Context: an optimization exercise on an open-source flow, tuned for small area, a short achievable clock period and few clock cycles. The choices shown serve that exercise and are no tape-out recipe.
The RTL was checked by simulation tests, not by an equivalence proof against the original design.

$ cat flow/run.sh
#!/bin/bash
# The standard layout flow, with the port buffers made from buf_2 cells
# instead of the default delay-buffer cells. Every input and output port
# still gets its own buffer.
set -e
export BUFFER_PORTS_ARGS="-buffer_cell sky130_fd_sc_hd__buf_2"
bash standard.sh > standard.log 2>&1
$ cat standard.sh
#!/bin/bash
# synth_recipe.tcl (not shown) runs the flow's synth.tcl, then flattens the netlist and writes it again
# the make line also repeats each setting of config.mk as NAME=value (left out here)
make -C /OpenROAD-flow-scripts/flow DESIGN_CONFIG=/design/flow/config.mk WORK_HOME=/design/flow/orfs CLKGATE_MAP_FILE= SYNTH_SCRIPT=/design/flow/synth_recipe.tcl "${@:-finish}"
$ cat config.mk
export PLATFORM = sky130hd
export DESIGN_NAME = dividor_rtl
export DESIGN_NICKNAME = dividor_rtl
export VERILOG_FILES = /design/flow/design.v
export SDC_FILE = /design/flow/constraint.sdc
export NUM_CORES = 4
export LEC_CHECK = 0
export CAP_MARGIN = 20
export CORE_MARGIN = 2
export CORE_UTILIZATION = 40
export SETUP_SLACK_MARGIN = 4.5
export SLEW_MARGIN = 20
$ cat constraint.sdc
create_clock -name core_clock -period 7.5 [get_ports {clk}]
set_input_delay 1.5000 -clock core_clock [delete_from_list [all_inputs] [get_ports {clk}]]
set_output_delay 1.5000 -clock core_clock [all_outputs]
set_load 0.01 [all_outputs]
$ cat design.v
module dividor_rtl #(parameter SIZE=16)
		(
			input clk, rst, start,
			input [SIZE-1:0] a, b,
			output [SIZE-1:0] m,
			output [9:0] f,
			output done,
			output div0);
		localparam IDLE  = 3'd0;
		localparam FIRST = 3'd1;     
		localparam INT   = 3'd2;
		localparam MUL   = 3'd3;
		localparam FRAC  = 3'd4;
		localparam FIN   = 3'd5;
		reg [2:0] state;
		reg [2:0] cnt;           
		reg [15:0] b_r;
		reg [17:0] b3;           
		reg [15:0] p;            
		reg [15:0] q;            
		reg [9:0] fr;            
		reg [1:0] nb;            
		reg [3:0] la, lb;        
		reg short_r;             
		integer i;
		function [3:0] lead(input [15:0] x);
			begin
				lead[3] = |x[15:8];
				lead[2] = |x[15:12] | (~|x[15:8] & |x[7:4]);
				lead[1] = |x[15:14] | (~|x[15:12] & |x[11:10]) | (~|x[15:8] & |x[7:6])
				        | (~|x[15:4] & |x[3:2]);
				lead[0] = x[15] | (~|x[15:14] & x[13]) | (~|x[15:12] & x[11])
				        | (~|x[15:10] & x[9]) | (~|x[15:8] & x[7]) | (~|x[15:6] & x[5])
				        | (~|x[15:4] & x[3]) | (~|x[15:2] & x[1]);
			end
		endfunction
		wire az = la == 4'd0 && !q[0];      
		wire short = az || la < lb;
		wire [3:0] dl = la - lb;             
		wire [2:0] k = dl[3:1];              
		wire [31:0] a_sh = {2'b00, q, 14'd0} >> {k, 1'b0};
		wire [17:0] t = {p, nb};
		wire [18:0] d1 = {1'b0, t} - {3'b0, b_r};
		wire [18:0] d2 = {1'b0, t} - {2'b0, b_r, 1'b0};
		wire [18:0] d3 = {1'b0, t} - {1'b0, b3};
		wire [1:0] qq = !d3[18] ? 2'd3 : !d2[18] ? 2'd2 : !d1[18] ? 2'd1 : 2'd0;
		wire [15:0] p_step = !d3[18] ? d3[15:0] : !d2[18] ? d2[15:0] : !d1[18] ? d1[15:0] : t[15:0];
		wire [25:0] n1000 = {p, 10'd0} - {6'd0, p, 4'd0} - {7'd0, p, 3'd0};
		wire mul_now = (state == MUL) || (state == FIRST && short);
		always @(posedge clk or posedge rst)
			if (rst)
				state <= IDLE;
			else case (state)
				IDLE:  if (start) state <= FIRST;
				FIRST: state <= !short ? INT : (p == 16'd0) ? FIN : FRAC;
				INT:   if (cnt == 3'd0) state <= MUL;
				MUL:   state <= (p == 16'd0) ? FIN : FRAC;
				FRAC:  if (cnt == 3'd0) state <= FIN;
				default: state <= IDLE;
			endcase
		always @(posedge clk) begin
			b3 <= {1'b0, b_r, 1'b0} + {2'b0, b_r};
			la <= lead(a);
			lb <= lead(b);
			if (state == IDLE)
				b_r <= b;
			if (state == FIRST)
				short_r <= short;
			case (state)
				IDLE: begin
					p <= a;
					q <= a;
				end
				INT: begin
					p <= p_step;
					q <= {q[13:0], qq};
					cnt <= cnt - 3'd1;
				end
				FIRST, MUL: begin
					if (mul_now) begin
						p <= n1000[25:10];
						cnt <= 3'd4;
					end else begin
						p <= a_sh[31:16];
						q <= a_sh[15:0];
						cnt <= k;
					end
				end
				default: begin
					p <= p_step;
					cnt <= cnt - 3'd1;
				end
			endcase
			if (mul_now)
				nb <= n1000[9:8];
			else if (state == FIRST)
				nb <= a_sh[15:14];
			else if (state == INT)
				nb <= q[13:12];
			else
				nb <= fr[7:6];
			if (mul_now)
				fr <= n1000[9:0];
			else
				fr <= {fr[7:0], qq};
		end
		assign m = short_r ? 16'd0 : q;
		assign f = fr;
		assign done = (state == FIN);
		assign div0 = (b_r == 16'd0);
endmodule
==> results of run 1 <==
## layout by cell type (no fill, tap or decap), types with 39 or more instances in the layout
master | Yosys | layout
nor2_1 | 87 | 79
a21oi_1 | 76 | 67
buf_2 | 5 | 62
nand2_1 | 78 | 77
dfxtp_1 | 54 | 39
buf_4 | 0 | 64
ha_1 | 116 | 100
inv_1 | 85 | 66
mux2i_1 | 43 | 43
o21ai_1 | 41 | 40
## synthesized netlist by cell type (all sizes together) (4+ instances only)
cell	count	area share
xnor2	41	0.040
edfxtp	36	0.12
or3	7	0.0054
nor2	88	0.037
mux2i	43	0.048
fa	14	0.031
dfxtp	54	0.12
o21bai	8	0.0066
a211oi	16	0.015
o22ai	4	0.0035
a22oi	11	0.0091
nor4	4	0.0028
a21o	23	0.019
a222oi	9	0.0099
a31oi	12	0.0090
o21ai	71	0.040
o31a	4	0.0039
nand2	78	0.032
buf	8	0.0057
ha	116	0.16
inv	86	0.036
nand4	8	0.0055
xor2	23	0.023
or4	5	0.0041
o221ai	7	0.0068
nor3	24	0.014
nand2b	15	0.010
o31ai	9	0.0075
a221oi	5	0.0048
o41ai	4	0.0039
and3	6	0.0041
nand3	13	0.0072
or2	6	0.0044
o21a	13	0.011
a21oi	77	0.043
a21boi	4	0.0037
and2	7	0.0051
o211ai	16	0.013
a2111oi	4	0.0046
clkbuf	20	0.0083
nor2b	31	0.021
## per-stage QoR
step                      hold slack [ps]  instances  area, µm²   util
after floorplan                       430       1062       9070      -
after global placement                436       1386       9670  0.431
after detailed placement              435       1386       9670  0.431
after CTS                             447       1424      10300  0.458
after global routing                  480       1466      10900  0.485
final                                 441       1466      10900  0.485
## logic make-up (layout without fill, tap and decap cells)
| kind of cell | Yosys count | in the layout | share of synthesized area |
|---|---|---|---|
| compound gates | 319 | 320 | 0.242 |
| simple gates | 298 | 299 | 0.159 |
| fa+ha+maj | 130 | 130 | 0.191 |
| buf+inv | 114 | 231 | 0.0496 |
| flops | 93 | 93 | 0.247 |
| xor+xnor | 64 | 64 | 0.0627 |
| mux | 44 | 44 | 0.0488 |
## critical path, stage by stage (launching register included)
cell        delay [ps]
dfxtp_4            370
clkinvlp_4         120
fa_1               510
inv_2               50
ha_4               250
and2_4             130
a311o_1            300
a31oi_4            210
a21oi_4             90
a221o_1            340
a211oi_2           190
o21ai_1             90
xnor2_1            160
o21ai_1             60
## layer usage
| layer | share of wire | wire length [µm] |
|---|---|---|
| met1 | 0.44 | 12600 |
| met2 | 0.44 | 12700 |
| met4 | 0.050 | 1430 |
| met5 | 0 | 0 |
| met3 | 0.068 | 1960 |
## final timing paths
kind	startpoint	end	slack [ps]
worst max register to register	p[0]	p[13]	4490
max in group asynchronous	rst	state[1]	6390
worst min register to register	fr[2]	fr[4]	440
worst min-delay path	fr[2]	fr[4]	440
min in group asynchronous	rst	state[2]	990
worst max-delay path	p[0]	p[13]	4490
## final cells by class
cell class	instances	area (µm²)	share of cell area
multi-input cells	857	6790	0.625
flip-flops and latches	93	2290	0.210
repair buffers	129	833	0.0766
well taps	285	357	0.0328
inverters	86	333	0.0306
clock buffers	10	229	0.0211
clock inverters	6	45.0	0.00414
## registers in the layout (all words and copies together) (netlist names)
| name | cells |
|---|---|
| b3 | 18 |
| fr | 10 |
| state | 3 |
| p | 16 |
| nb | 2 |
| short_r | 1 |
| cnt | 3 |
| q | 16 |
| lb | 4 |
| la | 4 |
| b_r | 16 |
## timing repair
item / 4_1_cts / 5_1_grt
pin swaps: 17 / 29
resized for setup: 63 / 71
cloned: 1 / 1
buffers inserted: 21 / 41
endpoints found under the setup margin: 39 / 25
==> flow_summary_export.csv, run 1 <==
group,metric,value,unit
layout,synthToLayoutAreaGrowth,20.1,%
floorplanning,die_width,154,µm
clock_tree,max-clock-path-buffers,2,
sta,worstMarginPinSlew,946,ps
sta,fin_crit_sh,0.402,
synth,ys.warnings.count,1,
layout,nNetsFinal,1341,
min_path,whs_path_depth,2,
job,drv_cap,0,
placed_design,port_buffers,62,
clock_tree,cts_num_sinks,93,
floorplanning,die_h,154,µm
setup_path,end_kind,"flip-flop",
routing,drt_pass1_iterations,6,
synth,syn-cell-area,9060,µm²
global_route,grt_util_met3,0.0403,
routing,wl_per_cell,19.6,µm
sta,max_freq,332,MHz
routing,ant_nets,0,
sta,setup_viol,0,
setup_path,required,7720,ps
setup_path,worst-path-max-fanout,5,
global_route,antenna_found_initial,0,
placed_design,place_ws,3940,ps
routing,viasPerCell,5.78,
synth,syn_nets,1227,
placed_design,place.gp.congestion,0.952,
clock_tree,cts_buffers,9,
setup_path,worstRegToRegCells,13,
min_path,hp-class,"flip-flop to flip-flop",
floorplanning,rows,55,
synth,synth.yosys.seq_area_share,0.247,
sta,fin_tns_setup,0,ps
synth,synth_edf_count,36,
synth,synth-main-ff-cell,"dfxtp_1",
floorplanning,core_area,22400,µm²
floorplanning,ioPinCount,63,
sta,slew_headroom,0.366,
setup_path,crit_type,"flip-flop to flip-flop",
sta,finalHoldViolCount,0,
synth,syn_inst,1062,
status,status,"finished clean",
routing,remaining_drc_errors,0,
placed_design,post-dp-hpwl,21.7,mm
routing,first_iter_violations,714,
layout,drive_gt1_frac,0.232,
clock_tree,htreeDepth,3,
global_route,grt.busiest_layer,"met2",
global_route,grt_start_max_net_pins,35,
synth,async_reset_ff_frac,0.0323,
synth,netlist-cell-type-count,79,
sta,fin_ws,4490,ps
layout,fill_cells,2156,
floorplanning,start_util,0.404,
global_route,grt_overflow,0,
floorplanning,die_area,23900,µm²
clock_tree,clkLatencyLatePin,360,ps
routing,vias,8472,
clock_tree,cts-root-buf,"clkbuf_16",
sta,rsz0062_at_grt,"yes",
routing,routed_wl,28.7,mm
global_route,grt_pass1_wl,44.1,mm
clock_tree,holdBufCountCts,0,
global_route,grt_pass1_vias,8082,
clock_tree,cts_tree,"yes",
setup_path,crit_arrival,3240,ps
global_route,use_met1,0.313,
sta,slew_violations,0,
global_route,use_met2,0.376,
sta,period_minus_slack,3010,ps
setup_path,startpoint_type,"flip-flop",
layout,n_antenna_cell,0,
global_route,grt_usage,0.235,
clock_tree,path_clk_slew,70,ps
sta,clock_skew,9.83,ps
synth,ys_seq_elements,93,
synth,syn_avg_cell_area,8.53,µm²
Testbench counts, summed over its fixed seeds: cycles 15,606.
==> inputs of run 2 (changes only) <==
--- a/config.mk
+++ b/config.mk
@@ -8,5 +8,5 @@
 export CAP_MARGIN = 20
 export CORE_MARGIN = 2
 export CORE_UTILIZATION = 40
-export SETUP_SLACK_MARGIN = 4.5
+export SETUP_SLACK_MARGIN = 4.3
 export SLEW_MARGIN = 20
==> flow_summary_export.csv, run 2 <==
group,metric,value,unit
synth,ys.warnings.count,1,
sta,fin_tns_setup,0,ps
setup_path,crit_slowest_cell,"fa_1",
setup_path,end_kind,"flip-flop",
synth,ys_seq_elements,93,
layout,register_area,2260,µm²
min_path,holdCritStartpoint,"fr[2]",
sta,fin_ws,4360,ps
job,drv_cap,0,
synth,synth_edf_count,36,
setup_path,worst-path-max-fanout,5,
synth,netlist_top_cells_area,"ha_1 16%, dfxtp_1 12%, edfxtp_1 12%",
clock_tree,cts_tree,"yes",
clock_tree,max-clock-path-buffers,2,
layout,fin_util,0.457,
routing,wl_per_cell,19.5,µm
layout,largest_register_ffs,18,
min_path,whs_path_depth,2,
setup_path,required,7730,ps
sta,slew_headroom,0.280,
floorplanning,core_area,22400,µm²
routing,first_iter_violations,662,
setup_path,crit_arrival,3370,ps
synth,synth-main-ff-cell,"dfxtp_1",
placed_design,post-dp-hpwl,21.5,mm
synth,netlist-cell-type-count,79,
setup_path,max_stage_delay,450,ps
sta,max_freq,318,MHz
synth,syn-cell-area,9060,µm²
sta,slew_violations,0,
placed_design,port_buffers,62,
sta,worstMarginPinSlew,1070,ps
clock_tree,path_clk_slew,80,ps
synth,syn_inst,1062,
synth,synth_common_cells,"116 x ha_1, 87 x nor2_1, 85 x inv_1",
clock_tree,holdBufCountCts,0,
synth,syn_nets,1227,
clock_tree,cts_num_sinks,93,
setup_path,r2r_slack,4360,ps
clock_tree,cts-root-buf,"clkbuf_16",
setup_path,r2r_end,"p[12]",
floorplanning,die_width,154,µm
placed_design,place_ws,3920,ps
global_route,grt_pass1_vias,7820,
synth,yosys.area.top_type,"ha_1",
layout,layout_commonest_cell,"ha_1",
global_route,grt_start_max_net_pins,35,
layout,synthToLayoutAreaGrowth,13.1,%
setup_path,critPathMostFrequentCell,"o21ai_1",
sta,clock_skew,8.98,ps
routing,routed_wl,27.7,mm
routing,viasPerCell,5.74,
status,status,"finished clean",
setup_path,startpoint_type,"flip-flop",
floorplanning,rows,55,
setup_path,crit_path_start,"p[8]",
floorplanning,die_h,154,µm
synth,synth_most_common_cell,"ha_1",
floorplanning,die_area,23900,µm²
layout,largest_register,"b3",
layout,fill_cells,2260,
setup_path,worstRegToRegCells,12,
setup_path,timing.rr.start,"p[8]",
synth,synth_top_area_share,0.160,
min_path,worstHoldEndpoint,"fr[4]",
placed_design,place.gp.congestion,0.924,
synth,syn_avg_cell_area,8.53,µm²
synth,synth.yosys.seq_area_share,0.247,
sta,rsz0062_at_grt,"yes",
setup_path,path_cells,"inv_1 > fa_1 > ha_1 > a21oi_2 > o21ai_1 > a31oi_1 > o21ai_1 > a21oi_1 > o21ai_1 > xnor2_1 > a221oi_2 > o211ai_1",
sta,fin_crit_sh,0.419,
clock_tree,htreeDepth,3,
sta,setup_viol,0,
floorplanning,start_util,0.404,
sta,finalHoldViolCount,0,
routing,vias,8148,
routing,ant_nets,0,
layout,n_antenna_cell,0,
global_route,antenna_found_initial,0,
floorplanning,ioPinCount,63,
synth,async_reset_ff_frac,0.0323,
min_path,hp-class,"flip-flop to flip-flop",
global_route,grt_overflow,0,
sta,period_minus_slack,3140,ps
clock_tree,clkLatencyLatePin,360,ps
clock_tree,cts_buffers,9,
layout,layout_common_cells,"111 x ha_1, 85 x nor2_1, 77 x nand2_1, 77 x inv_1, 70 x a21oi_1",
global_route,grt_pass1_wl,42.9,mm
layout,nNetsFinal,1294,
routing,remaining_drc_errors,0,
layout,drive_gt1_frac,0.151,
setup_path,crit_type,"flip-flop to flip-flop",
layout,multi_input_area,6550,µm²
routing,drt_pass1_iterations,6,
global_route,grt_usage,0.230,
==> run 2: how the worst max path moves through the flow <==
stage / cells past startpoint / to / slack (ps)
2_1_floorplan: 13 / p[13] / 4320
3_3_place_gp: 13 / p[13] / 4010
3_5_place_dp: 13 / p[13] / 3920
4_1_cts: 13 / p[13] / 4290
5_1_grt: 13 / p[13] / 4230
6_report: 12 / p[12] / 4360
==> run 2: area by class of cell <==
cell class	instances	area share
clock buffer	10	0.0223
clock inverter	6	0.00501
inverter	86	0.0315
multi-input combinational	856	0.639
sequential	93	0.220
tap	285	0.0348
timing repair buffer	83	0.0472
==> run 2: critical path, delay by kind of cell, from the launching register on <==
| kind | cells | cell delay [ps] |
|---|---|---|
| adder cells (fa/ha/maj) | 2 | 850 |
| AO/OA/AOI/OAI | 8 | 1430 |
| XOR/XNOR | 1 | 170 |
| buffers and inverters | 1 | 150 |
| flip-flops | 1 | 410 |
==> run 2: cell families after synthesis <==
logic type	count (synthesis)	synth area share
AO/OA/AOI/OAI	319	0.242
AND/OR/NAND/NOR	298	0.159
adder cells (fa/ha/maj)	130	0.191
buffers and inverters	114	0.0496
flip-flops	93	0.247
XOR/XNOR	64	0.0627
multiplexers	44	0.0488
==> run 2: stage by stage <==
step	cells	instance area, µm²	hold WS [ps]
detailed placement	1388	9670	438
global placement	1388	9670	436
finish	1419	10200	447
floorplan	1062	9060	430
global route	1419	10200	482
CTS	1412	10000	453
==> run 2: per-layer routing <==
metal  global-route usage  share of wire  vias up
li1                     -              -     4032
met1                0.311           0.45     3769
met2                0.365           0.45      301
met3               0.0443          0.063       46
met4               0.0842          0.033        0
met5                    0              0        -
==> run 2: timing repair <==
action | CTS | global route
resized for setup | 15 | 42
setup endpoints to repair | 36 | 20
gates cloned | 1 | 0
setup buffers | 7 | 7
pin swaps | 3 | 13
==> inputs of run 3 (changes only) <==
--- a/design.v
+++ b/design.v
@@ -43,8 +43,13 @@
 		wire [18:0] d1 = {1'b0, t} - {3'b0, b_r};
 		wire [18:0] d2 = {1'b0, t} - {2'b0, b_r, 1'b0};
 		wire [18:0] d3 = {1'b0, t} - {1'b0, b3};
-		wire [1:0] qq = !d3[18] ? 2'd3 : !d2[18] ? 2'd2 : !d1[18] ? 2'd1 : 2'd0;
-		wire [15:0] p_step = !d3[18] ? d3[15:0] : !d2[18] ? d2[15:0] : !d1[18] ? d1[15:0] : t[15:0];
+		wire s3 = !d3[18];
+		wire s2 = d3[18] && !d2[18];
+		wire s1 = d2[18] && !d1[18];
+		wire s0 = d1[18];
+		wire [1:0] qq = {!d2[18], s3 | s1};
+		wire [15:0] p_step = ({16{s3}} & d3[15:0]) | ({16{s2}} & d2[15:0])
+		                   | ({16{s1}} & d1[15:0]) | ({16{s0}} & t[15:0]);
 		wire [25:0] n1000 = {p, 10'd0} - {6'd0, p, 4'd0} - {7'd0, p, 3'd0};
 		wire mul_now = (state == MUL) || (state == FIRST && short);
 		always @(posedge clk or posedge rst)
--- a/config.mk
+++ b/config.mk
@@ -8,5 +8,5 @@
 export CAP_MARGIN = 20
 export CORE_MARGIN = 2
 export CORE_UTILIZATION = 40
-export SETUP_SLACK_MARGIN = 4.3
+export SETUP_SLACK_MARGIN = 4.4
 export SLEW_MARGIN = 20
==> flow_summary_export.csv, run 3 <==
group,metric,value,unit
status,status,"finished clean",
clock_tree,cts_buffers,9,
placed_design,place.gp.congestion,0.959,
min_path,whs_path_depth,2,
floorplanning,core_area,22600,µm²
placed_design,post-dp-hpwl,22.0,mm
synth,synth_most_common_cell,"ha_1",
layout,largest_register_ffs,18,
synth,yosys.area.top_type,"ha_1",
layout,layout_common_cells,"109 x ha_1, 80 x inv_1, 79 x nand2_1",
layout,final_area,10500,µm²
floorplanning,rows,55,
global_route,grt_pass1_vias,7989,
setup_path,required,6000,ps
placed_design,placed_area,9770,µm²
synth,synth-main-ff-cell,"dfxtp_1",
setup_path,r2r_slack,4470,ps
synth,syn_nets,1259,
floorplanning,die_area,24200,µm²
clock_tree,cts_num_sinks,93,
synth,synth_common_cells,"115 x ha_1, 88 x inv_1, 82 x nor2_1",
sta,period_minus_slack,3070,ps
routing,drt_pass1_iterations,5,
layout,largest_register,"b3",
synth,async_reset_ff_frac,0.0323,
sta,fin_crit_sh,0.410,
sta,rsz0062_at_grt,"yes",
layout,multi_input_area,6730,µm²
floorplanning,die_width,156,µm
setup_path,crit_arrival,1570,ps
clock_tree,cts_tree,"yes",
setup_path,crit_type,"flip-flop to primary output",
sta,worstMarginPinSlew,989,ps
routing,routed_wl,28.0,mm
synth,syn_inst,1095,
setup_path,crit_slowest_cell,"edfxtp_1",
layout,nNetsFinal,1325,
routing,first_iter_violations,666,
routing,ant_nets,0,
synth,syn-cell-area,9190,µm²
setup_path,timing.rr.start,"b_r[14]",
floorplanning,die_h,156,µm
synth,ys_seq_elements,93,
layout,synthToLayoutAreaGrowth,14.4,%
layout,layout_commonest_cell,"ha_1",
synth,synth_edf_count,36,
layout,n_antenna_cell,0,
setup_path,startpoint_type,"flip-flop",
floorplanning,ioPinCount,63,
setup_path,end_kind,"primary output",
sta,clock_skew,16.1,ps
synth,synth.yosys.seq_area_share,0.243,
sta,fin_ws,4430,ps
clock_tree,clkLatencyLatePin,360,ps
routing,vias,8498,
synth,ys.warnings.count,1,
sta,slew_violations,0,
clock_tree,path_clk_slew,70,ps
placed_design,place_ws,3990,ps
floorplanning,start_util,0.407,
sta,max_freq,325,MHz
routing,remaining_drc_errors,0,
global_route,grt_usage,0.231,
routing,viasPerCell,5.86,
synth,netlist_top_cells_area,"ha_1 16%, dfxtp_1 12%, edfxtp_1 12%",
synth,syn_avg_cell_area,8.39,µm²
sta,fin_tns_setup,0,ps
clock_tree,cts-root-buf,"clkbuf_16",
global_route,grt_start_max_net_pins,35,
global_route,grt_overflow,0,
sta,setup_viol,0,
min_path,holdCritStartpoint,"fr[3]",
global_route,grt_pass1_wl,43.9,mm
clock_tree,htreeDepth,3,
job,drv_cap,0,
layout,drive_gt1_frac,0.154,
global_route,antenna_found_initial,0,
layout,fill_cells,2235,
min_path,worstHoldEndpoint,"fr[5]",
layout,register_area,2270,µm²
clock_tree,max-clock-path-buffers,2,
routing,wl_per_cell,19.3,µm
setup_path,path_cells,"inv_2 > buf_4 > ha_4 > nand4_1 > nor2_1 > buf_2",
synth,synth_top_area_share,0.157,
setup_path,worst-path-max-fanout,3,
sta,finalHoldViolCount,0,
sta,worst_hold_slack,456,ps
setup_path,max_stage_delay,410,ps
setup_path,r2r_end,"p[12]",
placed_design,port_buffers,62,
sta,slew_headroom,0.339,
setup_path,worstRegToRegCells,10,
min_path,hp-class,"flip-flop to flip-flop",
synth,netlist-cell-type-count,78,
==> run 3: final cells by class <==
class / instances / area share
repair buffers: 87 / 0.0486
clock inverters: 6 / 0.00667
clock buffers: 10 / 0.0218
well taps: 285 / 0.0339
inverters: 88 / 0.0325
flip-flops and latches: 93 / 0.216
multi-input cells: 882 / 0.640
==> run 3: timing repair <==
action                                  in CTS  in global routing
resized for setup                           36                 46
buffers inserted                             7                 12
pin swaps                                    4                 13
hold endpoints to repair                     0                  0
endpoints found under the setup margin      20                 23
hold buffers                                 0                  0
==> run 3: routing by layer <==
metal / global-route usage / part of all wire / wire length (µm)
met2: 0.363 / 0.45 / 12600
met5: 0 / 0 / 0
met1: 0.323 / 0.46 / 12900
met3: 0.0339 / 0.060 / 1680
met4: 0.0813 / 0.028 / 773
==> run 3: worst max-delay path by stage <==
stage | start | end | cells after the start
2_1_floorplan | p[0] | p[9] | 13
3_3_place_gp | b_r[1] | p[5] | 10
6_report | b_r[14] | div0 | 6
3_5_place_dp | b_r[1] | p[5] | 10
4_1_cts | la[0] | p[0] | 10
5_1_grt | b_r[14] | p[12] | 10
==> run 3: logic make-up (layout without fill, tap and decap cells) <==
family / Yosys count / after routing / share of synthesized area
AO/OA/AOI/OAI: 331 / 331 / 0.247
AND/OR/NAND/NOR: 321 / 321 / 0.169
adder cells (fa/ha/maj): 129 / 129 / 0.187
buffers and inverters: 120 / 191 / 0.0509
flip-flops: 93 / 93 / 0.243
XOR/XNOR: 63 / 63 / 0.0609
multiplexers: 38 / 38 / 0.0414
==> run 3: critical path, delay by kind of cell, from the launching register on <==
| family | cells | cell delay, ps |
|---|---|---|
| buffers and inverters | 3 | 410 |
| DFF | 1 | 410 |
| and+or+nand+nor | 2 | 240 |
| adders and majority gates | 1 | 150 |
==> run 3: stage by stage <==
step           utilization  cells
2_1_floorplan            -   1095
3_3_place_gp         0.433   1416
3_5_place_dp         0.433   1416
4_1_cts              0.453   1439
5_1_grt              0.466   1451
6_report             0.466   1451
Testbench counts of run 3, summed over its fixed seeds: cycles 15,606.
==> inputs of run 4 (changes only) <==
--- a/config.mk
+++ b/config.mk
@@ -7,6 +7,6 @@
 export LEC_CHECK = 0
 export CAP_MARGIN = 20
 export CORE_MARGIN = 2
-export CORE_UTILIZATION = 40
-export SETUP_SLACK_MARGIN = 4.4
+export CORE_UTILIZATION = 45
+export SETUP_SLACK_MARGIN = 4.3
 export SLEW_MARGIN = 20
==> flow_summary_export.csv, run 4 <==
group,metric,value,unit
synth,syn_avg_cell_area,8.39,µm²
setup_path,crit_slowest_cell,"xor2_2",
global_route,antenna_found_initial,0,
setup_path,cp_num_buf_inv,0,
routing,vias,8428,
routing,viasPerCell,5.84,
sta,clock_skew,17.0,ps
setup_path,crit_type,"flip-flop to flip-flop",
clock_tree,cts_tree,"yes",
synth,syn-cell-area,9190,µm²
floorplanning,core_area,20100,µm²
global_route,grt_pass1_wl,42.5,mm
sta,fin_crit_sh,0.452,
clock_tree,cts_buffers,9,
global_route,grt_overflow,0,
layout,fill_cells,1891,
floorplanning,rows,52,
global_route,grt_pass1_vias,8014,
synth,ys.warnings.count,1,
synth,async_reset_ff_frac,0.0323,
synth,synth_top_area_share,0.157,
sta,fin_tns_setup,0,ps
clock_tree,max-clock-path-buffers,2,
min_path,hp-class,"flip-flop to flip-flop",
clock_tree,path_clk_slew,70,ps
floorplanning,die_width,147,µm
sta,slew_violations,0,
placed_design,port_buffers,62,
layout,synthToLayoutAreaGrowth,14.7,%
floorplanning,ioPinCount,63,
placed_design,dp.cells,1403,
setup_path,worst-path-max-fanout,18,
sta,finalHoldViolCount,0,
global_route,grt_start_max_net_pins,35,
layout,final_area,10500,µm²
synth,netlist_top_cells_area,"ha_1 16%, dfxtp_1 12%, edfxtp_1 12%",
synth,synth.yosys.seq_area_share,0.243,
placed_design,place_ws,3840,ps
layout,instances_no_fill,1443,
setup_path,critPathTopFamily,"multiplexers",
layout,drive_gt1_frac,0.153,
setup_path,crit_arrival,3630,ps
placed_design,place.gp.congestion,0.919,
status,status,"finished clean",
synth,syn_nets,1259,
sta,max_freq,295,MHz
placed_design,post-dp-hpwl,21.6,mm
layout,largest_register_ffs,18,
synth,netlist-cell-type-count,78,
sta,fin_ws,4110,ps
synth,synth_most_common_cell,"ha_1",
job,drv_cap,0,
layout,layout_common_cells,"111 x ha_1, 81 x inv_1, 80 x nand2_1",
synth,synth_common_cells,"115 x ha_1, 88 x inv_1, 82 x nor2_1",
routing,wl_per_cell,18.9,µm
setup_path,critPathMostFrequentCell,"mux2i_1",
synth,ys_seq_elements,93,
setup_path,required,7740,ps
sta,rsz0062_at_grt,"yes",
clock_tree,cts_num_sinks,93,
floorplanning,start_util,0.457,
layout,n_antenna_cell,0,
sta,period_minus_slack,3390,ps
sta,slew_headroom,0.241,
global_route,grt_usage,0.251,
routing,routed_wl,27.3,mm
placed_design,placed_area,9770,µm²
setup_path,path_cells,"nand2b_1 > fa_1 > xor2_2 > mux2i_1 > mux2i_1 > mux2i_1 > nand2_1 > a31o_2",
synth,yosys.area.top_type,"ha_1",
layout,largest_register,"b3",
routing,ant_nets,0,
sta,setup_viol,0,
clock_tree,clkLatencyLatePin,360,ps
routing,first_iter_violations,653,
layout,nNetsFinal,1332,
clock_tree,cts-root-buf,"clkbuf_16",
floorplanning,die_area,21600,µm²
synth,synth-main-ff-cell,"dfxtp_1",
floorplanning,die_h,147,µm
routing,drt_pass1_iterations,8,
sta,worstMarginPinSlew,1140,ps
layout,layout_commonest_cell,"ha_1",
routing,remaining_drc_errors,0,
setup_path,max_stage_delay,900,ps
setup_path,end_kind,"flip-flop",
sta,worst_hold_slack,448,ps
synth,synth_edf_count,36,
setup_path,startpoint_type,"flip-flop",
synth,syn_inst,1095,
clock_tree,htreeDepth,3,
==> run 4: cell counts after synthesis <==
Identical to the previous run, type by type.
==> run 4: final cells by class <==
class | count | area (µm²) | area share
clock buffer | 10 | 229 | 0.0217
clock inverter | 6 | 47.5 | 0.00451
inverter | 88 | 345 | 0.0328
multi-input combinational | 882 | 6750 | 0.641
sequential | 93 | 2260 | 0.215
tap | 270 | 338 | 0.0321
timing repair buffer | 94 | 558 | 0.0530
==> run 4: through the flow <==
step | util
2_1_floorplan | -
3_3_place_gp | 0.486
3_5_place_dp | 0.486
4_1_cts | 0.503
5_1_grt | 0.524
6_report | 0.524
==> run 4: final timing paths <==
check                           cells past startpoint        to  startpoint  slack (ps)
max in group asynchronous                           2  state[1]         rst        6390
worst max-delay path                                8     nb[0]       la[0]        4110
worst max register to register                      8     nb[0]       la[0]        4110
worst min register to register                      2     fr[5]       fr[3]         450
worst min-delay path                                2     fr[5]       fr[3]         450
min in group asynchronous                           2  state[2]         rst         990
==> run 4: kinds of logic (layout without fill, tap and decap cells) <==
| group | Yosys count | after routing | share of synthesized area |
|---|---|---|---|
| AOI/OAI and AO/OA | 331 | 331 | 0.247 |
| buffers and inverters | 120 | 198 | 0.0509 |
| muxes | 38 | 38 | 0.0414 |
| and+or+nand+nor | 321 | 321 | 0.169 |
| xor gates and xnor gates | 63 | 63 | 0.0609 |
| adders and majority gates | 129 | 129 | 0.187 |
| DFF | 93 | 93 | 0.243 |
==> run 4: what timing repair did <==
action                     4_1_cts  5_1_grt
hold buffers                     0        0
setup endpoints to repair       19       23
resized for setup               19       55
setup buffers                    2       22
pin swaps                        1       12
==> run 4: tightest hold or removal path, cell delays in order, from the launching register on <==
cell     delay (ps)
dfxtp_1         320
nand2_1          40
o21ai_0          50
==> run 4: metal layers <==
metal  routed length [µm]  track usage
met5                    0            0
met1                12500        0.340
met2                12200        0.396
met4                  897       0.0990
met3                 1790       0.0466
==> inputs of run 5 (changes only) <==
--- a/config.mk
+++ b/config.mk
@@ -7,6 +7,6 @@
 export LEC_CHECK = 0
 export CAP_MARGIN = 20
 export CORE_MARGIN = 2
-export CORE_UTILIZATION = 45
+export CORE_UTILIZATION = 40
 export SETUP_SLACK_MARGIN = 4.3
 export SLEW_MARGIN = 20
==> flow_summary_export.csv, run 5 <==
group,metric,value,unit
floorplanning,die_h,156,µm
global_route,grt_overflow,0,
status,status,"finished clean",
placed_design,port_buffers,62,
job,drv_cap,0,
routing,remaining_drc_errors,0,
routing,routed_wl,27.7,mm
sta,setup_viol,0,
clock_tree,cts-root-buf,"clkbuf_16",
sta,finalHoldViolCount,0,
floorplanning,core_area,22600,µm²
routing,drt_pass1_iterations,6,
routing,wl_per_cell,19.2,µm
routing,first_iter_violations,689,
global_route,grt_pass1_vias,7979,
floorplanning,die_area,24200,µm²
sta,slew_headroom,0.350,
sta,max_freq,327,MHz
placed_design,place.gp.congestion,0.970,
global_route,grt_start_max_net_pins,35,
layout,layout_common_cells,"113 x ha_1, 84 x inv_1, 80 x nand2_1",
synth,syn_nets,1259,
synth,synth_top_area_share,0.157,
clock_tree,path_clk_slew,70,ps
synth,synth_common_cells,"115 x ha_1, 88 x inv_1, 82 x nor2_1",
synth,ys_seq_elements,93,
sta,rsz0062_at_grt,"yes",
setup_path,crit_arrival,1560,ps
setup_path,startpoint_type,"flip-flop",
sta,clock_skew,19.5,ps
routing,vias,8480,
synth,synth_edf_count,36,
layout,instances_no_fill,1445,
synth,syn-cell-area,9190,µm²
layout,largest_register,"b3",
clock_tree,cts_num_sinks,93,
sta,fin_tns_setup,0,ps
layout,n_antenna_cell,0,
sta,slew_violations,0,
synth,netlist-cell-type-count,78,
floorplanning,rows,55,
layout,drive_gt1_frac,0.129,
clock_tree,holdBufCountCts,0,
layout,layout_commonest_cell,"ha_1",
placed_design,post-dp-hpwl,22.1,mm
global_route,antenna_found_initial,0,
floorplanning,ioPinCount,63,
routing,viasPerCell,5.87,
synth,syn_inst,1095,
sta,worstMarginPinSlew,974,ps
sta,period_minus_slack,3060,ps
synth,synth.yosys.seq_area_share,0.243,
synth,ys.warnings.count,1,
global_route,grt_usage,0.229,
synth,async_reset_ff_frac,0.0323,
setup_path,crit_type,"flip-flop to primary output",
floorplanning,die_width,156,µm
setup_path,required,6000,ps
global_route,grt_pass1_wl,43.6,mm
layout,synthToLayoutAreaGrowth,12.2,%
sta,fin_crit_sh,0.408,
floorplanning,start_util,0.407,
clock_tree,htreeDepth,3,
clock_tree,cts_buffers,9,
clock_tree,max-clock-path-buffers,2,
setup_path,end_kind,"primary output",
layout,largest_register_ffs,18,
layout,fill_cells,2222,
clock_tree,clkLatencyLatePin,360,ps
placed_design,dp.cells,1420,
synth,syn_avg_cell_area,8.39,µm²
setup_path,worst-path-max-fanout,4,
synth,synth_most_common_cell,"ha_1",
min_path,hp-class,"flip-flop to flip-flop",
synth,synth-main-ff-cell,"dfxtp_1",
synth,yosys.area.top_type,"ha_1",
clock_tree,cts_tree,"yes",
synth,netlist_top_cells_area,"ha_1 16%, dfxtp_1 12%, edfxtp_1 12%",
layout,nNetsFinal,1319,
routing,ant_nets,0,
run 5: cell count changes in the layout (fill, tap and decap cells not counted), sizes merged:
| cell | delta |
|---|---|
| clkinv | -1 |
| clkinvlp | -3 |
| inv | +3 |
| buf | -13 |
| clkbuf | +1 |
run 5: critical path, stage by stage, from the launching register on:
cell,delay [ps]
edfxtp_1,450
inv_2,140
ha_1,220
nand4_1,120
nor2_1,130
buf_2,150
run 5: cell families (layout without fill, tap and decap cells):
group | Yosys count | in the layout | share of synthesized area
muxes | 38 | 38 | 0.0414
xor gates and xnor gates | 63 | 63 | 0.0609
buffers and inverters | 120 | 185 | 0.0509
AOI/OAI and AO/OA | 331 | 331 | 0.247
adders and majority gates | 129 | 129 | 0.187
and+or+nand+nor | 321 | 321 | 0.169
DFF | 93 | 93 | 0.243
run 5: cell type report:
type                       count  area [µm²]  share of cell area
clock inverter                 5        40.0             0.00388
timing repair buffer          81         453              0.0439
multi-input combinational    882        6620               0.642
inverter                      88         334              0.0324
sequential                    93        2260               0.219
clock buffer                  11         254              0.0246
tap                          285         357              0.0346
run 5: path summary, 6_finish.rpt:
kind                               from  endpoint  slack (ps)  cells past startpoint
worst max-delay path            b_r[15]      div0        4440                      5
worst min-delay path              fr[2]     fr[4]         450                      2
worst max register to register  b_r[14]      p[4]        4440                     11
worst min register to register    fr[2]     fr[4]         450                      2
max in group asynchronous           rst  state[0]        6380                      2
min in group asynchronous           rst  state[1]        1000                      2
run 5: layer usage:
layer | part of all wire | global-route usage | wire length (µm) | up-vias
met5 | 0 | 0 | 0 | -
met3 | 0.054 | 0.0397 | 1490 | 39
met2 | 0.46 | 0.372 | 12600 | 264
met4 | 0.026 | 0.0668 | 715 | 0
met1 | 0.46 | 0.312 | 12800 | 4017
li1 | - | - | - | 4160
run 5: what timing repair did:
action,4_1_cts,5_1_grt
buffers inserted,4,5
pin swaps,3,2
setup endpoints to repair,19,20
gates resized for setup,17,31
run 5: metrics by stage:
step,setup WS [ps],instance area [µm²],util,hold slack (ps)
after floorplan,4400,9190,-,430
after global placement,4000,9800,0.434,437
after detailed placement,3920,9800,0.434,443
after CTS,4260,10200,0.451,460
after global routing,4260,10300,0.457,493
final,4440,10300,0.457,454
==> inputs of run 6 (changes only) <==
==> flow/run.sh (replaced) <==
#!/bin/bash
# The standard layout flow, with the port buffers made from buf_4 cells
# instead of the default delay-buffer cells. Every input and output port
# still gets its own buffer.
set -e
export BUFFER_PORTS_ARGS="-buffer_cell sky130_fd_sc_hd__buf_4"
bash standard.sh > standard.log 2>&1
==> flow_summary_export.csv, run 6 <==
group,metric,value,unit
synth,synth_top_area_share,0.157,
synth,synth_common_cells,"115 x ha_1, 88 x inv_1, 82 x nor2_1",
layout,largest_register,"b3",
floorplanning,die_h,156,µm
sta,slew_violations,0,
sta,finalHoldViolCount,0,
sta,fin_tns_setup,0,ps
synth,netlist_top_cells_area,"ha_1 16%, dfxtp_1 12%, edfxtp_1 12%",
global_route,grt_start_max_net_pins,35,
layout,nNetsFinal,1321,
synth,synth_top_family_by_area,"compound AO/OA/AOI/OAI gates",
setup_path,crit_arrival,3290,ps
layout,register_area,2260,µm²
layout,layout_common_cells,"114 x ha_1, 83 x inv_1, 82 x buf_4",
clock_tree,cts_buffers,9,
synth,syn_avg_cell_area,8.39,µm²
routing,drt_pass1_iterations,6,
routing,routed_wl,28.3,mm
routing,first_iter_violations,582,
clock_tree,htreeDepth,3,
sta,period_minus_slack,3120,ps
synth,synth_most_common_cell,"ha_1",
setup_path,required,7670,ps
layout,synthToLayoutAreaGrowth,14.4,%
layout,fin_util,0.465,
floorplanning,ioPinCount,63,
setup_path,path_cells,"inv_2 > ha_1 > a21o_1 > a211o_1 > or4b_1 > a211oi_4 > nor2_4 > nor2_4 > nor2_1 > o221ai_1",
floorplanning,start_util,0.407,
sta,slew_headroom,0.373,
sta,clock_skew,13.3,ps
placed_design,dp.cells,1419,
placed_design,post-dp-hpwl,22.5,mm
layout,multi_input_area,6630,µm²
sta,fin_crit_sh,0.416,
job,drv_cap,0,
synth,synthMuxAreaShare,0.0414,
global_route,antenna_found_initial,0,
setup_path,max_stage_delay,540,ps
layout,drive_gt1_frac,0.138,
synth,synth_xor_area_frac,0.0609,
synth,async_reset_ff_frac,0.0323,
min_path,hp-class,"flip-flop to flip-flop",
global_route,grt_pass1_wl,44.0,mm
layout,largest_register_ffs,18,
synth,synth_edf_count,36,
routing,ant_nets,0,
setup_path,end_kind,"flip-flop",
floorplanning,die_area,24200,µm²
routing,remaining_drc_errors,0,
synth,netlist-cell-type-count,78,
routing,vias,8532,
synth,syn_nets,1259,
setup_path,cp_num_buf_inv,1,
status,status,"finished clean",
layout,instances_no_fill,1447,
clock_tree,path_clk_slew,80,ps
synth,synth_compound_area_frac,0.247,
setup_path,critPathMostFrequentCell,"nor2_4",
layout,n_antenna_cell,0,
placed_design,place.gp.congestion,0.929,
sta,worst_hold_slack,456,ps
clock_tree,max-clock-path-buffers,2,
global_route,grt_usage,0.232,
synth,syn_inst,1095,
sta,rsz0062_at_grt,"yes",
routing,viasPerCell,5.90,
global_route,grt_overflow,0,
sta,setup_viol,0,
synth,yosys.area.top_type,"ha_1",
setup_path,crit_slowest_cell,"or4b_1",
floorplanning,rows,55,
synth,synthAdderAreaFrac,0.187,
setup_path,startpoint_type,"flip-flop",
floorplanning,core_area,22600,µm²
synth,ys.warnings.count,1,
clock_tree,clkLatencyLatePin,360,ps
clock_tree,cts_tree,"yes",
setup_path,critPathTopFamily,"simple AND/OR/NAND/NOR gates",
synth,syn-cell-area,9190,µm²
synth,synth.yosys.seq_area_share,0.243,
routing,wl_per_cell,19.5,µm
synth,synthSimpleGateAreaFrac,0.169,
setup_path,crit_type,"flip-flop to flip-flop",
placed_design,port_buffers,62,
floorplanning,die_width,156,µm
synth,synth-main-ff-cell,"dfxtp_1",
setup_path,worst-path-max-fanout,13,
synth,ys_seq_elements,93,
layout,fill_cells,2218,
clock_tree,cts_num_sinks,93,
sta,worstMarginPinSlew,938,ps
sta,max_freq,320,MHz
global_route,grt_pass1_vias,8121,
layout,layout_commonest_cell,"ha_1",
clock_tree,cts-root-buf,"clkbuf_16",
==> run 6: cell counts after synthesis <==
Identical to the previous run, type by type.
==> run 6: through the flow <==
step / worst slack, ps / cell area [µm²]
final: 4380 / 10500
after global routing: 4260 / 10500
after floorplan: 4400 / 9190
after detailed placement: 3900 / 9950
after global placement: 3910 / 9950
after CTS: 4280 / 10300
==> run 6: cell type report <==
type / instances / area share
clock buffer: 9 / 0.0214
clock inverter: 7 / 0.00655
inverter: 88 / 0.0322
multi-input combinational: 882 / 0.631
sequential: 93 / 0.215
tap: 285 / 0.0339
timing repair buffer: 83 / 0.0597
==> run 6: path summary, 6_finish.rpt <==
check                              from       end  slack [ps]  depth (start not counted)
worst max-delay path            b_r[14]      q[0]        4380                         10
worst min-delay path              fr[2]     fr[4]         460                          2
worst max register to register  b_r[14]      q[0]        4380                         10
worst min register to register    fr[2]     fr[4]         460                          2
max in group asynchronous           rst  state[2]        6360                          2
min in group asynchronous           rst  state[1]        1010                          2
==> run 6: cell families after synthesis <==
kind of cell / after synthesis
XOR/XNOR: 63
multiplexers: 38
adder cells (fa/ha/maj): 129
AO/OA/AOI/OAI: 331
flip-flops: 93
buffers and inverters: 120
AND/OR/NAND/NOR: 321
==> run 6: worst register-to-register path, delay by kind of cell (launching register included) <==
kind | cells | cell delay [ps]
AOI/OAI and AO/OA | 4 | 980
adders and majority gates | 1 | 280
buffers and inverters | 1 | 130
DFF | 1 | 460
and+or+nand+nor | 4 | 1090
==> run 6: repair_timing <==
action,4_1_cts,5_1_grt
hold buffers,0,0
pin swaps,2,7
endpoints found under the setup margin,19,21
buffers inserted,2,10
resized for setup,19,37
==> run 6: metal layers <==
metal,global-route usage,routed length [µm],vias to the layer above,part of all wire
met2,0.371,12700,303,0.45
li1,-,-,4169,-
met1,0.316,12800,4013,0.45
met5,0,0,-,0
met3,0.0356,1790,47,0.063
met4,0.0900,990,0,0.035
==> inputs of run 7 (changes only) <==
==> run.sh (new file) <==
#!/bin/bash
# synth_recipe.tcl (not shown) runs the flow's synth.tcl, then flattens the netlist and writes it again
# the make line also repeats each setting of config.mk as NAME=value (left out here)
make -C /OpenROAD-flow-scripts/flow DESIGN_CONFIG=/design/flow/config.mk WORK_HOME=/design/flow/orfs CLKGATE_MAP_FILE= SYNTH_SCRIPT=/design/flow/synth_recipe.tcl finish
removed: flow/run.sh
removed: standard.sh
==> flow_summary_export.csv, run 7 <==
group,metric,value,unit
status,status,"finished clean",
clock_tree,cts_buffers,9,
layout,layout_common_cells,"113 x ha_1, 80 x nand2_1, 79 x nor2_1",
synth,syn_avg_cell_area,8.39,µm²
sta,slew_headroom,0.344,
synth,synth-main-ff-cell,"dfxtp_1",
sta,period_minus_slack,3160,ps
sta,rsz0062_at_grt,"yes",
placed_design,place_ws,3870,ps
synth,syn_inst,1095,
synth,synth_edf_count,36,
synth,netlist-cell-type-count,78,
global_route,grt_pass1_wl,44.1,mm
synth,ys_seq_elements,93,
routing,ant_nets,0,
sta,clock_skew,12.4,ps
min_path,holdCritStartpoint,"fr[2]",
sta,max_freq,316,MHz
setup_path,required,7730,ps
clock_tree,cts_num_sinks,93,
routing,wl_met3,1.83,mm
sta,slew_violations,0,
sta,worst_hold_slack,457,ps
sta,fin_tns_setup,0,ps
sta,worstMarginPinSlew,980,ps
routing,vias,8503,
layout,instances_no_fill,1448,
routing,viasPerCell,5.87,
global_route,grt_pass1_vias,8111,
placed_design,place.gp.congestion,0.901,
placed_design,port_buffers,62,
layout,final_area,10700,µm²
clock_tree,clkLatencyLatePin,360,ps
job,drv_cap,0,
synth,syn-cell-area,9190,µm²
floorplanning,die_width,156,µm
clock_tree,cts-root-buf,"clkbuf_16",
layout,synthToLayoutAreaGrowth,16.9,%
placed_design,post-dp-hpwl,22.6,mm
floorplanning,ioPinCount,63,
routing,remaining_drc_errors,0,
sta,fin_crit_sh,0.421,
setup_path,timing.rr.start,"p[0]",
layout,layout_commonest_cell,"ha_1",
routing,m1WireLength,12.8,mm
layout,drive_gt1_frac,0.0920,
floorplanning,start_util,0.407,
setup_path,worst-path-max-fanout,9,
layout,largest_register_ffs,18,
global_route,grt_overflow,0,
clock_tree,htreeDepth,3,
floorplanning,core_area,22600,µm²
layout,nNetsFinal,1322,
clock_tree,cts_tree,"yes",
global_route,antenna_found_initial,0,
sta,finalHoldViolCount,0,
setup_path,startpoint_type,"flip-flop",
setup_path,crit_path_start,"p[0]",
synth,synth_top_area_share,0.157,
floorplanning,die_area,24200,µm²
routing,wl_met2,12.9,mm
setup_path,crit_type,"flip-flop to flip-flop",
routing,routed_wl,28.3,mm
min_path,hp-class,"flip-flop to flip-flop",
synth,synth.yosys.seq_area_share,0.243,
layout,fin_util,0.476,
layout,largest_register,"b3",
floorplanning,die_h,156,µm
placed_design,placed_area,10100,µm²
clock_tree,path_clk_slew,70,ps
layout,n_antenna_cell,0,
global_route,grt_start_max_net_pins,35,
floorplanning,rows,55,
synth,async_reset_ff_frac,0.0323,
clock_tree,max-clock-path-buffers,2,
routing,first_iter_violations,810,
synth,ys.warnings.count,1,
placed_design,dp.cells,1419,
sta,setup_viol,0,
synth,yosys.area.top_type,"ha_1",
synth,synth_most_common_cell,"ha_1",
global_route,grt_usage,0.236,
routing,drt_pass1_iterations,5,
sta,fin_ws,4340,ps
routing,top_layer,"met4",
routing,wl_per_cell,19.5,µm
setup_path,crit_arrival,3390,ps
synth,netlist_top_cells_area,"ha_1 16%, dfxtp_1 12%, edfxtp_1 12%",
setup_path,end_kind,"flip-flop",
synth,syn_nets,1259,
synth,synth_common_cells,"115 x ha_1, 88 x inv_1, 82 x nor2_1",
[run 7: cell counts after synthesis]
Identical to the previous run, type by type.
[run 7: cells by family after synthesis]
family / share of synthesized area
AO/OA/AOI/OAI: 0.247
AND/OR/NAND/NOR: 0.169
adder cells (fa/ha/maj): 0.187
buffers and inverters: 0.0509
flip-flops: 0.243
XOR/XNOR: 0.0609
multiplexers: 0.0414
[run 7: final timing paths]
path / to / slack, ps / cells after the start
setup reg to reg: p[9] / 4340 / 12
setup / recovery: p[9] / 4340 / 12
max in group asynchronous: state[2] / 6050 / 2
hold / removal: fr[4] / 460 / 2
min in group asynchronous: state[1] / 1300 / 2
hold reg to reg: fr[4] / 460 / 2
[run 7: final cells by class]
| class | count | area [µm²] |
|---|---|---|
| Sequential cell | 93 | 2260 |
| Multi-Input combinational cell | 882 | 6640 |
| Clock buffer | 10 | 229 |
| Inverter | 88 | 338 |
| Timing Repair Buffer | 84 | 796 |
| Clock inverter | 6 | 119 |
| Tap cell | 285 | 357 |
| Fill cell | 2197 | 11800 |
[run 7: worst max-delay path, stage by stage (launching register included)]
cell	delay [ps]
dfxtp_4	450
clkinvlp_4	130
fa_1	480
inv_1	50
ha_2	390
nand3_1	90
a2111o_1	330
a21oi_1	220
o21ai_2	140
o31ai_2	210
xor2_1	110
a222oi_1	340
o21ai_2	90
[run 7: routing by layer]
metal | vias to the layer above | GRT usage
li1 | 4170 | -
met1 | 3997 | 0.316
met2 | 292 | 0.378
met3 | 44 | 0.0458
met4 | 0 | 0.0843
met5 | - | 0
[run 7: timing repair]
action / CTS / global route
pin swaps: 3 / 3
setup buffers: 7 / 6
gates resized for setup: 25 / 43
hold buffers: 0 / 0
endpoints found under the setup margin: 35 / 22
==> inputs of run 8 (changes only) <==
==> flow/run.sh (new file) <==
#!/bin/bash
# The standard layout flow, with two changes:
#  - the port buffers are buf_2 cells instead of the default delay-buffer
#    cells (every input and output port still gets its own buffer);
#  - synthesis and floorplan run without the extra setup margin, so that
#    gates are sized for timing only once placement gives wire estimates.
set -e
export BUFFER_PORTS_ARGS="-buffer_cell sky130_fd_sc_hd__buf_2"
sed 's/SETUP_SLACK_MARGIN=[0-9.]*/SETUP_SLACK_MARGIN=0/' standard.sh > standard_nomargin.sh
bash standard_nomargin.sh floorplan > standard_floorplan.log 2>&1
bash standard.sh > standard.log 2>&1
==> standard.sh (new file) <==
#!/bin/bash
# synth_recipe.tcl (not shown) runs the flow's synth.tcl, then flattens the netlist and writes it again
# the make line also repeats each setting of config.mk as NAME=value (left out here)
make -C /OpenROAD-flow-scripts/flow DESIGN_CONFIG=/design/flow/config.mk WORK_HOME=/design/flow/orfs CLKGATE_MAP_FILE= SYNTH_SCRIPT=/design/flow/synth_recipe.tcl "${@:-finish}"
removed: run.sh
==> flow_summary_export.csv, run 8 <==
group,metric,value,unit
layout,layout_common_cells,"113 x ha_1, 84 x inv_1, 80 x nand2_1",
global_route,grt_pass1_wl,43.6,mm
global_route,grt_overflow,0,
sta,fin_tns_setup,0,ps
layout,largest_register,"b3",
setup_path,required,6000,ps
routing,first_iter_violations,689,
synth,synth-main-ff-cell,"dfxtp_1",
routing,wl_met3,1.49,mm
setup_path,crit_type,"flip-flop to primary output",
synth,syn_nets,1259,
routing,ant_nets,0,
routing,viasPerCell,5.87,
sta,finalHoldViolCount,0,
layout,drive_gt1_frac,0.129,
setup_path,max_stage_delay,450,ps
synth,synth.yosys.seq_area_share,0.243,
global_route,grt_usage,0.229,
synth,synth_edf_count,36,
synth,syn_inst,1095,
placed_design,port_buffers,62,
synth,async_reset_ff_frac,0.0323,
synth,netlist_top_cells_area,"ha_1 16%, dfxtp_1 12%, edfxtp_1 12%",
clock_tree,cts_num_sinks,93,
floorplanning,core_area,22600,µm²
setup_path,end_kind,"primary output",
layout,fill_cells,2222,
floorplanning,die_h,156,µm
clock_tree,max-clock-path-buffers,2,
synth,ys.warnings.count,1,
synth,netlist-cell-type-count,78,
floorplanning,die_area,24200,µm²
clock_tree,clkLatencyLatePin,360,ps
floorplanning,ioPinCount,63,
synth,yosys.area.top_type,"ha_1",
routing,vias,8480,
setup_path,crit_arrival,1560,ps
sta,rsz0062_at_grt,"yes",
sta,clock_skew,19.5,ps
layout,largest_register_ffs,18,
layout,n_antenna_cell,0,
sta,setup_viol,0,
synth,synth_most_common_cell,"ha_1",
clock_tree,cts_buffers,9,
global_route,grt_start_max_net_pins,35,
layout,synthToLayoutAreaGrowth,12.2,%
routing,remaining_drc_errors,0,
clock_tree,htreeDepth,3,
global_route,antenna_found_initial,0,
synth,synth_top_area_share,0.157,
clock_tree,cts_tree,"yes",
sta,max_freq,327,MHz
layout,nNetsFinal,1319,
routing,wl_per_cell,19.2,µm
placed_design,post-dp-hpwl,22.1,mm
setup_path,startpoint_type,"flip-flop",
placed_design,place.gp.congestion,0.970,
sta,slew_headroom,0.350,
clock_tree,cts-root-buf,"clkbuf_16",
routing,drt_pass1_iterations,6,
routing,top_layer,"met4",
status,status,"finished clean",
global_route,grt_pass1_vias,7979,
synth,syn-cell-area,9190,µm²
sta,slew_violations,0,
setup_path,timing.rr.start,"b_r[14]",
clock_tree,path_clk_slew,70,ps
synth,synth_common_cells,"115 x ha_1, 88 x inv_1, 82 x nor2_1",
min_path,holdCritStartpoint,"fr[2]",
setup_path,crit_slowest_cell,"edfxtp_1",
setup_path,worst-path-max-fanout,4,
routing,m1WireLength,12.8,mm
sta,fin_crit_sh,0.408,
job,drv_cap,0,
setup_path,crit_path_start,"b_r[15]",
synth,syn_avg_cell_area,8.39,µm²
routing,wl_met2,12.6,mm
routing,routed_wl,27.7,mm
synth,ys_seq_elements,93,
floorplanning,rows,55,
layout,layout_commonest_cell,"ha_1",
sta,period_minus_slack,3060,ps
setup_path,path_cells,"inv_2 > ha_1 > nand4_1 > nor2_1 > buf_2",
min_path,hp-class,"flip-flop to flip-flop",
floorplanning,die_width,156,µm
sta,worstMarginPinSlew,974,ps
floorplanning,start_util,0.407,
==> run 8: worst paths after layout <==
path,endpoint,cells after the start,slack (ps)
min in group asynchronous,state[1],2,1000
min reg2reg,fr[4],2,450
max in group asynchronous,state[0],2,6380
min,fr[4],2,450
max,div0,5,4440
max reg2reg,p[4],11,4440
==> run 8: area by class of cell <==
type / count / area [µm²] / area share
multi-input cells: 882 / 6620 / 0.642
repair buffers: 81 / 453 / 0.0439
well taps: 285 / 357 / 0.0346
flip-flops and latches: 93 / 2260 / 0.219
inverters: 88 / 334 / 0.0324
clock buffers: 11 / 254 / 0.0246
clock inverters: 5 / 40.0 / 0.00388
==> run 8: kinds of logic after synthesis <==
family / count (synthesis) / share of synthesized area
muxes: 38 / 0.0414
adders and majority gates: 129 / 0.187
buffers and inverters: 120 / 0.0509
and+or+nand+nor: 321 / 0.169
DFF: 93 / 0.243
xor gates and xnor gates: 63 / 0.0609
AOI/OAI and AO/OA: 331 / 0.247
==> run 8: timing repair <==
action | in CTS | in global routing
resized for setup | 17 | 31
pin swaps | 3 | 2
setup endpoints to repair | 19 | 20
hold buffers | 0 | 0
buffers inserted | 4 | 5
==> run 8: worst max-delay path: cells and delay by family, from the launching register on <==
kind          cells  cell delay, ps
simple gates      2             250
flops             1             450
fa+ha+maj         1             220
buf+inv           2             290
==> run 8: per-layer routing <==
layer / vias up / track usage
met5: - / 0
met4: 0 / 0.0668
met3: 39 / 0.0397
met2: 264 / 0.372
met1: 4017 / 0.312
li1: 4160 / -
==> run 8: stage by stage <==
step	utilization	instances	cell area [µm²]	hold WS [ps]	worst slack (ps)
finish	0.457	1445	10300	454	4440
global route	0.457	1445	10300	493	4260
CTS	0.451	1440	10200	460	4260
detailed placement	0.434	1420	9800	443	3920
global placement	0.434	1420	9800	437	4000
floorplan	-	1095	9190	430	4400

[static timing again, ports no longer ideal]
Ports are ideal in the flow. The routed layouts listed here were re-timed in OpenROAD. Step 1: set_driving_cell puts a clkbuf_16 on clk and a buf_2 on each other input, an assumption about the parent block. Step 2 times the ports against the registers' clock, not the clock port: input delays grow and output delays shrink by t, the midpoint of the rising clock arrivals with the driver on. Three values: ideal ports, drivers, drivers and shift; two values: the first two.
| run | t, ns | setup WS [ns] | pins driven straight from the clock port |
|---|---|---|---|
| run 1 | 0.404 | 4.488 / 4.488 / 4.488 | 1 |
| run 2 | 0.400 | 4.358 / 4.355 / 4.358 | 1 |
| run 3 | 0.396 | 4.428 / 4.379 / 4.473 | 1 |
| run 4 | 0.398 | 4.110 / 4.110 / 4.110 | 1 |
| run 5 | 0.397 | 4.439 / 4.394 / 4.443 | 1 |
| run 6 | 0.399 | 4.378 / 4.370 / 4.378 | 1 |
| run 7 | 0.405 | 4.339 / 4.322 / 4.131 | 1 |
| run 8 | 0.397 | 4.439 / 4.394 / 4.443 | 1 |
After both steps every run listed still meets setup and hold. The setup slack of run 7, which loses most, moves by -0.017 ns with the drivers and by -0.208 ns with both steps.
